Background: an optimization exercise with open tools, aiming at small area and a short achievable clock period. Do not read the settings as production practice.
Only simulation tests tie the RTL to the original design; equivalence was not proved.

<file path="flow/config.mk">
export PLATFORM = sky130hd
export DESIGN_NAME = RISC_V
export DESIGN_NICKNAME = RISC_V
export VERILOG_FILES = /design/flow/design.v
export SDC_FILE = /design/flow/constraint.sdc
export NUM_CORES = 4
export LEC_CHECK = 0
export CAP_MARGIN = 20
export CORE_MARGIN = 2
export CORE_UTILIZATION = 40
export SETUP_SLACK_MARGIN = 0.6
export SLEW_MARGIN = 20
</file>
<file path="flow/constraint.sdc">
create_clock -name core_clock -period 18.0 [get_ports {clock}]
set_input_delay 3.6000 -clock core_clock [delete_from_list [all_inputs] [get_ports {clock}]]
set_output_delay 3.6000 -clock core_clock [all_outputs]
set_load 0.01 [all_outputs]
</file>
<file path="flow/design.v">
module programCounter #(parameter LENGTH = 32)(
	input clock,reset,enable,
	input [LENGTH-1:0]D,
	output reg [LENGTH-1:0]Q
	);
always @(posedge clock, posedge reset) 
	begin
		if(reset) 
            Q <= 'h400000;
        else
			if(enable)
				Q <= D;
				else
					Q <= Q;
	end
endmodule
module ImmediateDecode (
    input [31:0] instruction,
	 input [2:0] sel,
    output reg [31:0] immediate
    );
localparam I_TYPE			= 3'b000;
localparam S_TYPE			= 3'b001;
localparam B_TYPE			= 3'b010;
localparam U_TYPE			= 3'b011;
localparam J_TYPE			= 3'b100;
localparam U_TYPE_SLL	= 3'b101;
    always @*
    begin
        case(sel)
        I_TYPE:
           immediate <= {{20{instruction[31]}},instruction[31:20]};
        S_TYPE:
           immediate <= {20'h0,instruction[31:25],instruction[11:7]};
        B_TYPE:
           immediate <= {{19{instruction[31]}},instruction[31],instruction[7],instruction[30:25],instruction[11:8],1'b0};
        U_TYPE:
           immediate <= {12'h0,instruction[31:12]};
        J_TYPE:
           immediate <= {{11{instruction[31]}},instruction[31],instruction[19:12],instruction[20],instruction[30:21],1'b0};
        U_TYPE_SLL:
           immediate <= ({12'h0,instruction[31:12]} << 'hC);
        default: 
           immediate <= {19'h0,instruction[31],instruction[7],instruction[30:25],instruction[11:8],1'b0} - 3'h4;
        endcase
    end
endmodule
module Adder_param #(parameter LENGTH = 32)(
	input [LENGTH-1:0]A,
	input [LENGTH-1:0]B,
	output reg [LENGTH-1:0]Q
	);
always @*
				Q <= A + B;
endmodule
module Mux_2in_1out #(parameter LENGTH = 32)(
    input clk, rst, enable,
    input [LENGTH-1:0]A, 
    input [LENGTH-1:0]B,
    input sel,
    output reg [LENGTH-1:0]Q
    );
localparam A_TO_OUT = 1'b0;
localparam B_TO_OUT = 1'b1;
always @*
begin
			case (sel)
			A_TO_OUT: Q <= A;
			B_TO_OUT: Q <= B;
			default: Q <= A;
			endcase
end
endmodule
module Mux_4in_1out #(parameter LENGTH = 32)(
input clk, rst, enable,
input [LENGTH-1:0]A, B, C, D,
input [1:0] sel,
output reg [LENGTH-1:0]Q
);
localparam A_TO_OUT = 2'b00;
localparam B_TO_OUT = 2'b01;
localparam C_TO_OUT = 2'b10;
localparam D_TO_OUT = 2'b11;
always @*
begin
			case (sel)
			A_TO_OUT: Q <= A;
			B_TO_OUT: Q <= B;
			C_TO_OUT: Q <= C;
			D_TO_OUT: Q <= D;
			endcase
end
endmodule
module RegisterFile #(parameter DATA_WIDTH=32, parameter ADDR_WIDTH=5)(
	input [(ADDR_WIDTH-1):0] A1, A2, A3,     
	input [(DATA_WIDTH-1):0] WD3,            
	input WE3,                               
	input clk,reset,
	output [(DATA_WIDTH-1):0] RD1,RD2    
	);
	reg [DATA_WIDTH-1:0] ram[2**ADDR_WIDTH-1:0];
	integer i;
always @ (posedge clk)
  begin
	 if(reset)
		for (i = 0; i < 2**ADDR_WIDTH; i = i + 1)
			ram[i] <= (i == 2) ? 'h7FFFEFFC : 'h0;
	 else
    if (WE3) 
        ram[A3] <= WD3;
  end
assign RD1 = ram[A1];
assign RD2 = ram[A2];
endmodule
module ALU_Control (
	input rst,
	input [2:0] ALUOp,
	input [2:0] funct,
	input [6:0] funct7,
	input [6:0] opCode,
	output reg [2:0] ALUControl
);
localparam R_Type = 7'b0110011;
localparam ADD_FN	= 3'b000;
localparam SUB_FN	= 3'b100;
localparam AND_FN	= 3'b111;
localparam OR_FN	= 3'b110;
localparam SLL_FN	= 3'b001;
localparam SRL_FN	= 3'b101;
localparam SLT_FN	= 3'b010;
localparam SLTU_FN = 3'b011;
reg [2:0] ALUFunctions_o;
always @*
    begin
        if(rst)
            ALUFunctions_o <= 3'b000;       
        else
            case (funct)
					ADD_FN:
						if((funct7 == 6'h01) & (opCode == R_Type))
                    ALUFunctions_o <= 3'b101;
						 else
                    ALUFunctions_o <= 3'b010;
					SUB_FN:
                    ALUFunctions_o <= 3'b110;
					AND_FN:
                    ALUFunctions_o <= 3'b000;
					OR_FN:
                    ALUFunctions_o <= 3'b001;
					SLL_FN:
                    ALUFunctions_o <= 3'b111;
					SRL_FN:
                    ALUFunctions_o <= 3'b011;
					SLT_FN:
                    ALUFunctions_o <= 3'b100;
					SLTU_FN:
                    ALUFunctions_o <= 3'b100;
                default: 
                    ALUFunctions_o <= 3'b010;
            endcase
    end
always @*
    begin
        case (ALUOp)
            3'b000:
                ALUControl = 3'b010;
            3'b001:
                ALUControl = 3'b110;
            3'b010:
                ALUControl = ALUFunctions_o;
            3'b011:
                ALUControl = 3'b011;
				default:
					 ALUControl = 3'b010;
        endcase
    end
endmodule
module ALU #(parameter LENGTH = 5)(
input clk,
input signed [LENGTH-1:0] A,B,                  
input [2:0] ALU_Sel,
input [4:0] shamt,
output reg [LENGTH-1:0] ALU_Out,
output reg zero
    );
localparam AND					= 3'b000;
localparam OR					= 3'b001;
localparam ADD					= 3'b010;
localparam SUB					= 3'b110;
localparam SHIFT_LEFT		= 3'b111;
localparam SHIFT_RIGHT		= 3'b011;
localparam SET_LESS_THAN	= 3'b100;
localparam MUL					= 3'b101;
    always @*
    begin
        case(ALU_Sel)
        AND:
           ALU_Out = A & B;
        OR:
           ALU_Out = A | B;
        ADD:
           ALU_Out = A + B;
        SUB:
           ALU_Out = A - B;
        SHIFT_LEFT:
           ALU_Out = A << B[4:0];
        SHIFT_RIGHT:
           ALU_Out = A >> B;
        SET_LESS_THAN:
           ALU_Out = A < B;
        MUL:
           ALU_Out = A * B;
        default: 
           ALU_Out = 'h0; 
        endcase
			zero = (ALU_Out == 0)? 1:0;
    end
endmodule
module ControlUnit (
    input clk, rst,
    input [6:0] opCode,
	 input [2:0] funct,
	 output reg BranchEQ,
	 output reg BranchNE,
	 output reg MemRead,
    output reg MemtoReg,
    output reg MemWrite,
	 output reg ALUSrcA,
	 output reg [1:0] ALUSrcB,
    output reg RegWrite,
	 output reg HADDR_Sel,
	 output reg RegDst,
	 output reg [2:0] immediateSel,
    output reg [2:0] ALUOp,
	 output reg JalFunct,
	 output reg PCMux
);
localparam B_Type = 7'b1100011;
localparam JAL = 7'b1101111;
localparam I_Type = 7'b0010011;
localparam S_Type = 7'b0100011;
localparam R_Type = 7'b0110011;
localparam BEQ = 3'b000;
localparam BNE = 3'b001;
localparam JALR = 7'b1100111;
localparam AUIPC = 7'b0010111;
localparam LW	= 7'b0000011;
localparam SW	=	3'b010;
always @*
	begin
		if (rst) 
					begin
						BranchEQ			=	1'b0;
						BranchNE			=	1'b0;
						MemRead			=	1'b0;
						MemtoReg			=	1'b0;
						MemWrite			=	1'b0;
						ALUSrcA			=	1'b0;
						ALUSrcB			=	2'b00;
						RegWrite			=	1'b0;
						HADDR_Sel		=	1'b0;
						RegDst			=	1'b0;
						immediateSel	=	3'b000;
						ALUOp				=	3'b000;
						JalFunct			=	1'b0;
						PCMux				=	1'b0;
					end
		else 
		case (opCode)
            R_Type:
					begin
						BranchEQ			=	1'b0;
						BranchNE			=	1'b0;
						MemRead			=	1'b0;  
						MemtoReg			=	1'b0;
						MemWrite			=	1'b0;
						ALUSrcA			=	1'b1;	 
						ALUSrcB			=	2'b00;	 
						RegWrite			=	1'b1;
						HADDR_Sel		=	1'b0;
						RegDst			=	1'b1;
						immediateSel	=	3'b000;
						ALUOp				=	3'b010;
						JalFunct			=	1'b0;
						PCMux				=	1'b0;
					end
            I_Type:
					begin
						BranchEQ			=	1'b0;
						BranchNE			=	1'b0;
						MemRead			=	1'b0;  
						MemtoReg			=	1'b0;
						MemWrite			=	1'b0;
						ALUSrcA			=	1'b1;		 
						ALUSrcB			=	2'b01;		 
						RegWrite			=	1'b1;
						HADDR_Sel		=	1'b0;
						RegDst			=	1'b1;
						immediateSel	=	3'b000;	 
						ALUOp				=	3'b010;	 
						JalFunct			=	1'b0;
						PCMux				=	1'b0;
					end
				AUIPC:
					begin
						BranchEQ			=	1'b0;
						BranchNE			=	1'b0;
						MemRead			=	1'b0;	 
						MemtoReg			=	1'b0;
						MemWrite			=	1'b0;
						ALUSrcA			=	1'b0;	 
						ALUSrcB			=	2'b01;	 
						RegWrite			=	1'b1;	 
						HADDR_Sel		=	1'b0;
						RegDst			=	1'b1;	 
						immediateSel	=	3'b101;	 
						ALUOp				=	3'b000;	 
						JalFunct			=	1'b0;
						PCMux				=	1'b0;
					end
				LW:
					begin
						BranchEQ			=	1'b0;
						BranchNE			=	1'b0;
						MemRead			=	1'b0;
						MemtoReg			=	1'b1;	 
						MemWrite			=	1'b0;
						ALUSrcA			=	1'b1;	 
						ALUSrcB			=	2'b01;	 
						RegWrite			=	1'b1;	 
						HADDR_Sel		=	1'b1;	 
						RegDst			=	1'b1;	 
						immediateSel	=	3'b000;	 
						ALUOp				=	3'b000;	 
						JalFunct			=	1'b0;
						PCMux				=	1'b0;
					end
				B_Type:
					if(funct == BEQ)
					begin
						BranchEQ			=	1'b1;	 
						BranchNE			=	1'b0;
						MemRead			=	1'b0;
						MemtoReg			=	1'b0;
						MemWrite			=	1'b0;
						ALUSrcA			=	1'b1;	 
						ALUSrcB			=	2'b00;	 
						RegWrite			=	1'b0;
						HADDR_Sel		=	1'b0;
						RegDst			=	1'b0;
						immediateSel	=	3'b010;	 
						ALUOp				=	3'b001;	 
						JalFunct			=	1'b0;
						PCMux				=	1'b0;
					end
					else if(funct == BNE)
					begin
						BranchEQ			=	1'b0;
						BranchNE			=	1'b1;	 
						MemRead			=	1'b0;
						MemtoReg			=	1'b0;
						MemWrite			=	1'b0;
						ALUSrcA			=	1'b1;	 
						ALUSrcB			=	2'b00;	 
						RegWrite			=	1'b0;
						HADDR_Sel		=	1'b0;
						RegDst			=	1'b0;
						immediateSel	=	3'b010;	 
						ALUOp				=	3'b001;	 
						JalFunct			=	1'b0;
						PCMux				=	1'b0;
					end
					else
					begin
						BranchEQ			=	1'b0;
						BranchNE			=	1'b0;
						MemRead			=	1'b0;
						MemtoReg			=	1'b0;
						MemWrite			=	1'b0;
						ALUSrcA			=	1'b0;
						ALUSrcB			=	2'b00;
						RegWrite			=	1'b0;
						HADDR_Sel		=	1'b0;
						RegDst			=	1'b0;
						immediateSel	=	3'b000;
						ALUOp				=	3'b000;
						JalFunct			=	1'b0;
						PCMux				=	1'b0;
					end
				JAL:
					begin
						BranchEQ			=	1'b0;
						BranchNE			=	1'b0;
						MemRead			=	1'b0;
						MemtoReg			=	1'b0;
						MemWrite			=	1'b0;
						ALUSrcA			=	1'b0;	 
						ALUSrcB			=	2'b10;	 
						RegWrite			=	1'b1;	 
						HADDR_Sel		=	1'b0;
						RegDst			=	1'b1;	 
						immediateSel	=	3'b100;	 
						ALUOp				=	3'b000;	 
						JalFunct			=	1'b1;		 
						PCMux				=	1'b0;
					end
				JALR:
					begin
						BranchEQ			=	1'b0;
						BranchNE			=	1'b0;
						MemRead			=	1'b0;
						MemtoReg			=	1'b0;
						MemWrite			=	1'b0;
						ALUSrcA			=	1'b0;	 
						ALUSrcB			=	2'b10;	 
						RegWrite			=	1'b1;	 
						HADDR_Sel		=	1'b0;
						RegDst			=	1'b1;	 
						immediateSel	=	3'b000;	 
						ALUOp				=	3'b000;	 
						JalFunct			=	1'b0;
						PCMux				=	1'b1;		 
					end
				S_Type:
					begin
						BranchEQ			=	1'b0;
						BranchNE			=	1'b0;
						MemRead			=	1'b0;
						MemtoReg			=	1'b0;
						MemWrite			=	1'b1;	 
						ALUSrcA			=	1'b1;	 
						ALUSrcB			=	2'b01;	 
						RegWrite			=	1'b0;
						HADDR_Sel		=	1'b1;	 
						RegDst			=	1'b0;
						immediateSel	=	3'b001;	 
						ALUOp				=	3'b000;	 
						JalFunct			=	1'b0;
						PCMux				=	1'b0;
					end
				default:
					begin
						BranchEQ			=	1'b0;
						BranchNE			=	1'b0;
						MemRead			=	1'b0;
						MemtoReg			=	1'b0;
						MemWrite			=	1'b0;
						ALUSrcA			=	1'b0;
						ALUSrcB			=	2'b00;
						RegWrite			=	1'b0;
						HADDR_Sel		=	1'b0;
						RegDst			=	1'b0;
						immediateSel	=	3'b000;
						ALUOp				=	3'b000;
						JalFunct			=	1'b0;
						PCMux				=	1'b0;
					end
	endcase	 
	end
endmodule
module RISC_V #(parameter LENGTH = 32)(
    input clock,reset,
	 input [LENGTH-1:0] HRDATA_Instr, HRDATA_Data,
	 output MemWrite,
	 output [LENGTH-1:0] RegisterFile_RD2_w, HADDR,
	 output [LENGTH-1:0] programCounter_Output
    );
wire [LENGTH-1:0] programCounter_Output_mux;
wire [LENGTH-1:0] programCounter_Output_mux2;
wire [LENGTH-1:0] programCounter_Output_normal;
wire [LENGTH-1:0] programCounter_Output_branch;
wire [LENGTH-1:0] programCounter_Output_JALR;
wire [LENGTH-1:0] immediate_w;
wire [LENGTH-1:0] ALU_Out;
wire [LENGTH-1:0] RegisterFile_RD1_w;
wire [LENGTH-1:0] RD2_Imm_mux_w;
wire [LENGTH-1:0] RD1_PC_mux_w;
wire [LENGTH-1:0] ALU_Result;
wire [LENGTH-1:0] ALU_DataMem_mux;
wire [2:0] immediateSel;
wire PCSrc;
wire HADDR_Sel;
wire ALUSrcA;
wire [1:0] ALUSrcB;
wire [2:0] ALUOp;
wire [2:0] ALUControl;
wire zero;
wire MemtoReg;
wire RegDst;
wire [4:0] RegisterFile_A3_w;
wire BranchEQ;
wire BranchNE;
wire MemRead;
wire RegWrite;
wire JalFunct;
wire PCMux;
programCounter  #(.LENGTH(LENGTH)) programCounter_TOP(  
    .clock(clock),
    .reset(reset),
    .enable(1'b1),
    .D(programCounter_Output_mux2),
    .Q(programCounter_Output)
    );
ImmediateDecode ImmediateDecode_TOP(  
    .sel(immediateSel),
    .instruction(HRDATA_Instr),
    .immediate(immediate_w)
    );
Adder_param #(.LENGTH(LENGTH)) Adder_param_PC(  
	.A(programCounter_Output),
	.B('h4),
	.Q(programCounter_Output_normal)
);
Adder_param #(.LENGTH(LENGTH)) Adder_param_Branch(  
	.A(programCounter_Output),
	.B(immediate_w),
	.Q(programCounter_Output_branch)
);
Adder_param #(.LENGTH(LENGTH)) Adder_param_JALR(  
	.A(RegisterFile_RD1_w),
	.B(immediate_w),
	.Q(programCounter_Output_JALR)
);
Mux_2in_1out #(.LENGTH(LENGTH)) Mux_2in_1out_1(        
    .clk(clock),
    .rst(reset),
    .enable(1'b1),
    .A(programCounter_Output_normal),
    .B(programCounter_Output_branch),
    .sel(PCSrc),
    .Q(programCounter_Output_mux)
    );
Mux_2in_1out #(.LENGTH(LENGTH)) Mux_2in_1out_7(        
    .clk(clock),
    .rst(reset),
    .enable(1'b1),
    .A(programCounter_Output_mux),
    .B(programCounter_Output_JALR),
    .sel(PCMux),
    .Q(programCounter_Output_mux2)
    );
Mux_2in_1out #(.LENGTH(LENGTH)) Mux_2in_1out_2(        
    .clk(clock),
    .rst(reset),
    .enable(1'b1),
    .A(programCounter_Output),
    .B(ALU_Result),
    .sel(HADDR_Sel),	 
    .Q(HADDR)
    );
Mux_2in_1out #(.LENGTH(5)) Mux_2in_1out_5(        
    .clk(clock),
    .rst(reset),
    .enable(1'b1),
    .A(HRDATA_Instr[19:15]),
    .B(HRDATA_Instr[11:7]),
    .sel(RegDst),
    .Q(RegisterFile_A3_w)
    );
RegisterFile #(.DATA_WIDTH(LENGTH), .ADDR_WIDTH(5)) RegisterFile_TOP(
    .clk(clock),
    .reset(reset),
    .A1(HRDATA_Instr[19:15]),
    .A2(HRDATA_Instr[24:20]),
    .A3(RegisterFile_A3_w),
    .WD3(ALU_DataMem_mux),				 
    .WE3(RegWrite),	 
    .RD1(RegisterFile_RD1_w),                     
    .RD2(RegisterFile_RD2_w)
    );
Mux_2in_1out #(.LENGTH(LENGTH)) Mux_2in_1out_6(        
    .clk(clock),
    .rst(reset),
    .enable(1'b1),
    .A(programCounter_Output),
    .B(RegisterFile_RD1_w),		 
    .sel(ALUSrcA),	 
    .Q(RD1_PC_mux_w)
    );
Mux_4in_1out #(.LENGTH(LENGTH)) Mux_4in_1out_1(        
    .clk(clock),
    .rst(reset),
    .enable(1'b1),
    .A(RegisterFile_RD2_w),
    .B(immediate_w),		 
	 .C('h4),
    .sel(ALUSrcB),	 
    .Q(RD2_Imm_mux_w)
    );
ALU_Control ALU_Control_TOP(
	.rst(reset),
	.ALUOp(ALUOp),		 
	.funct(HRDATA_Instr[14:12]),
	.funct7(HRDATA_Instr[31:25]),
	.opCode(HRDATA_Instr[6:0]),
	.ALUControl(ALUControl)
    );
ALU #(.LENGTH(LENGTH)) ALU_TOP(       
    .clk(clock),
    .ALU_Sel(ALUControl),
    .A(RD1_PC_mux_w),
    .B(RD2_Imm_mux_w),                         
    .shamt(HRDATA_Instr[10:6]),
    .ALU_Out(ALU_Result),
	 .zero(zero)
    );
Mux_2in_1out #(.LENGTH(LENGTH)) Mux_2in_1out_4(        
    .clk(clock),
    .rst(reset),
    .enable(1'b1),
    .A(ALU_Result),
    .B(HRDATA_Data),		 
    .sel(MemtoReg),	 
    .Q(ALU_DataMem_mux)
    );
ControlUnit ControlUnit(
    .clk(clock),
	 .rst(reset),
    .opCode(HRDATA_Instr[6:0]),
	 .funct(HRDATA_Instr[14:12]),
	 .BranchEQ(BranchEQ),
	 .BranchNE(BranchNE),
	 .MemRead(MemRead),
    .MemtoReg(MemtoReg),
    .MemWrite(MemWrite),
	 .ALUSrcA(ALUSrcA),
	 .ALUSrcB(ALUSrcB),
    .RegWrite(RegWrite),
	 .HADDR_Sel(HADDR_Sel),
	 .RegDst(RegDst),
	 .immediateSel(immediateSel),
    .ALUOp(ALUOp),
	 .JalFunct(JalFunct),
	 .PCMux(PCMux)
);
assign PCSrc = ((zero & BranchEQ) | (~zero & BranchNE)) | JalFunct;
endmodule
</file>
<file path="flow/run.sh">
#!/bin/bash
# synth_recipe.tcl (not shown) runs the flow's synth.tcl, then flattens the netlist and writes it again
# the make line also repeats each setting of config.mk as NAME=value (left out here)
make -C /OpenROAD-flow-scripts/flow DESIGN_CONFIG=/design/flow/config.mk WORK_HOME=/design/flow/orfs CLKGATE_MAP_FILE= SYNTH_SCRIPT=/design/flow/synth_recipe.tcl finish
</file>
==> run summary <==
[state kept, by name, indices dropped and copies added, names as in the netlist]
name / count
programCounter_TOP.Q: 32
RegisterFile_TOP.ram: 1024
[layout make-up]
type | instances | area share [%]
timing repair buffer | 1070 | 10.01
antenna | 9 | 0.02308
sequential | 1056 | 32.34
inverter | 573 | 2.216
clock inverter | 58 | 0.6451
clock buffer | 137 | 2.882
tap | 2688 | 3.447
multi-input combinational | 5786 | 48.43
[kinds of logic (layout without fill, tap and decap cells)]
group	count (synthesis)	count (layout)	synth area share, %
other cells	0	9	0
buf+inv	1195	1838	6.023
xor+xnor	188	188	2.012
compound gates	1295	1295	10.48
simple gates	2494	2494	12.72
flops	1056	1056	38.23
mux	1085	1085	15.81
fa+ha+maj	724	724	14.72
[metal layers]
layer / GRT usage [%] / vias to the layer above
met1: 46.27 / 36400
li1: - / 29620
met2: 61.83 / 5413
met4: 36.41 / 22
met3: 8.728 / 1685
met5: 0 / -
[layout by cell type, fill, tap and decap left out, types with 140 or more instances in the layout]
cell type,instances
a21oi_1,323
a22oi_1,346
buf_4,793
clkdlybuf4s50_1,144
edfxtp_1,1024
fa_1,404
ha_1,301
inv_1,549
mux2i_1,807
mux4_2,165
nand2_1,421
nor2_1,1528
xnor2_1,140
[what timing repair did]
item	in CTS	in global routing
hold buffers	0	0
pin swaps	20	42
gates resized for setup	70	98
endpoints found under the setup margin	18	14
gates cloned	0	0
endpoints found under the hold margin	0	0
buffers inserted	17	15
[metrics by stage]
step | instances | util [%]
2_1_floorplan | 8037 | -
3_3_place_gp | 11130 | 45.35
3_5_place_dp | 11130 | 45.39
4_1_cts | 11340 | 47.28
5_1_grt | 11370 | 47.63
6_report | 11380 | 47.64
[how the worst max path moves through the flow]
| stage | from | to | slack, ns |
|---|---|---|---|
| after detailed placement | HRDATA_Instr[17] | HADDR[31] | -0.52 |
| after global routing | reset | HADDR[30] | 0.32 |
| after floorplan | HRDATA_Instr[3] | HADDR[31] | 0.65 |
| after global placement | HRDATA_Instr[17] | HADDR[31] | -0.65 |
| after CTS | HRDATA_Instr[21] | HADDR[31] | 0.44 |
| final | HRDATA_Instr[23] | HADDR[30] | 0.58 |
[critical path, delay by kind of cell]
family          cells  cell delay (ns)
fa+ha+maj           9             4.23
buf+inv            15             2.86
simple gates        8             1.79
compound gates     10             1.30
==> run summary <==
* Status: no timing/DRC/antenna violations
* Die ar. at 210000 um2
* Netlist cell types at 109
* Vias in the first global route at between 70000 and 80000
* Arrival time worst endpoint at around 14 ns
* Syn Area/Cell at approximately 10 um2
* Final period demand of the worst path at approximately 17 ns
* Fin worst setup slack at slightly below 0.6 ns
* Hold_sp: programCounter_TOP.Q[0]
* Reg2reg path depth at 44
* Max_cap viols at 0
* H-tree depth at 3
* CP required at between 10 and 15 ns
* R2r endpoint: programCounter_TOP.Q[17]
* Chip width at between 400 and 500 um
* Post-Layout Inst Area at between 90000 and 100000 um2
* Largest net degree at the start of global routing at 95
* Placer Congestion at around 1.0
* Num Clock Sinks at 1056
* Max stage delay cell, worst path: nor2_2
* Detailed Place HPWL at slightly above 300000 um
* Worst Tran Pin Value at 1.297 ns
* Post-synth net total at about 8800
* Setup Total Neg Slack at 0 ns
* Synth top area share at a little under two fifths
* Slew headroom at around 14%
* Slowest stage delay, CP at 0.64 ns
* Crit. End Element: output pin
* Initial Util at between 40% and 50%
* IO Pins at roughly 160
* Post-Route WL at approximately 430000 um
* Register area share after synthesis at a little under two fifths
* Global Route Usage Sum at 39.90%
* First-pass GRT wire length at around 600000 um
* Core ar. at 204800 um2
* CTS Buffer Depth at 3
* Fill count at ~19000
* Worst hold slack at about 0.67 ns
* CP Launch Type: primary input
* DR WL met3 at about 45000 um
* Via count at about 73000
* Warnings from Yosys at 42
* Worst-path clk slew at around 0.06 ns
* Initial DRC Count at roughly 11000
* Post-layout net count at about 9400
* Worst Path Max Fanout at 16
* Clock Skews at approximately 0.045 ns
* # DRC at 0
* Drt wl/cell at between 30 and 40 um
* Final Hold Viols at 0
* Metal-1 WL at roughly 150000 um
* Clock latency on the worst-skew pair at 0.77 ns
* Hold Path Depth at 2
* Post-Syn Instances at 8037
* RR Startpoint: RegisterFile_TOP.ram[6][5]
* ANT nets after route at 0
* RSZ-0062 raised after global routing: true
* Port Buffers at 162
* Top_reg_cell synth: edfxtp_1
* DP Worst Slack at -0.5247 ns
* Initial antenna violation count at 22
* Placement row count at between 150 and 200
* Ys async rst share at under 10%
* Cell with the most instances after synthesis: nor2_1
* Root buf cell: clkbuf_16
* Share of cells above drive strength 1 at between 15 and 20%
* Post-Syn Area at about 83000 um2
* Critical path class: primary input to output pin
* Top cells by count, synth: 1548 x nor2_1, 1024 x edfxtp_1, 842 x mux2i_1
* DR WL met2 at between 150000 and 200000 um
* Most frequent CP cell: buf_4
* Total CTS buffers at approximately 110
* Peak Freq at 57.40 MHz
* Top Layer Used: met5
* Area occupied by multi-input gates at about 47000 um2
* Final setup fails at 0
* Worst hold path class: flop to flop
* GR Overflow Total at 0
* Flops & latches, synth at 1056
* R2r setup slk at around 5.3 ns
* EDFF count, synth at just over 1000
* 1st-pass router iterations at 12
* Synth area leaders: edfxtp_1 37%, mux2i_1 10%, fa_1 10%
* Synth area leader: edfxtp_1
* Die height at 458.2 um
* Sequential cell area at roughly 32000 um2
* Hold endpoint: programCounter_TOP.Q[0]
* Fin crit share at a little over nine tenths
* Slew Viols, Final at 0
* TritonCTS clock tree: yes
* Number of vias per cell at 6.429
* Area Overhead vs Synth at 18.21%
* Dpl cell area at roughly 93000 um2

separate check: timing with driven ports:
The results above use ideal ports. As a check the final layout listed here was re-extracted and re-timed, cells and wires unchanged. Step 1, drivers: a clkbuf_16 drives clock and a buf_2 each remaining input, both assumed. Step 2, shift: input delay + t, output delay - t, t = (earliest + latest rising clock arrival at the registers) / 2. This alone moves slack from input paths to output paths. Slacks: ideal ports / drivers / drivers and shift; pairs: ideal ports / drivers.
t (ns): 0.828
setup WS [ns]: 0.577 / 0.524 / 0.524
worst hold slack (ns): 0.672 / 0.672 / 0.672
worst data-port slew with drivers (ns): 0.12
pins driven straight from the clock port: 1
After both steps setup and hold are still met in this run. The setup slack of this run moves by -0.053 ns with the drivers and by -0.053 ns with both steps.
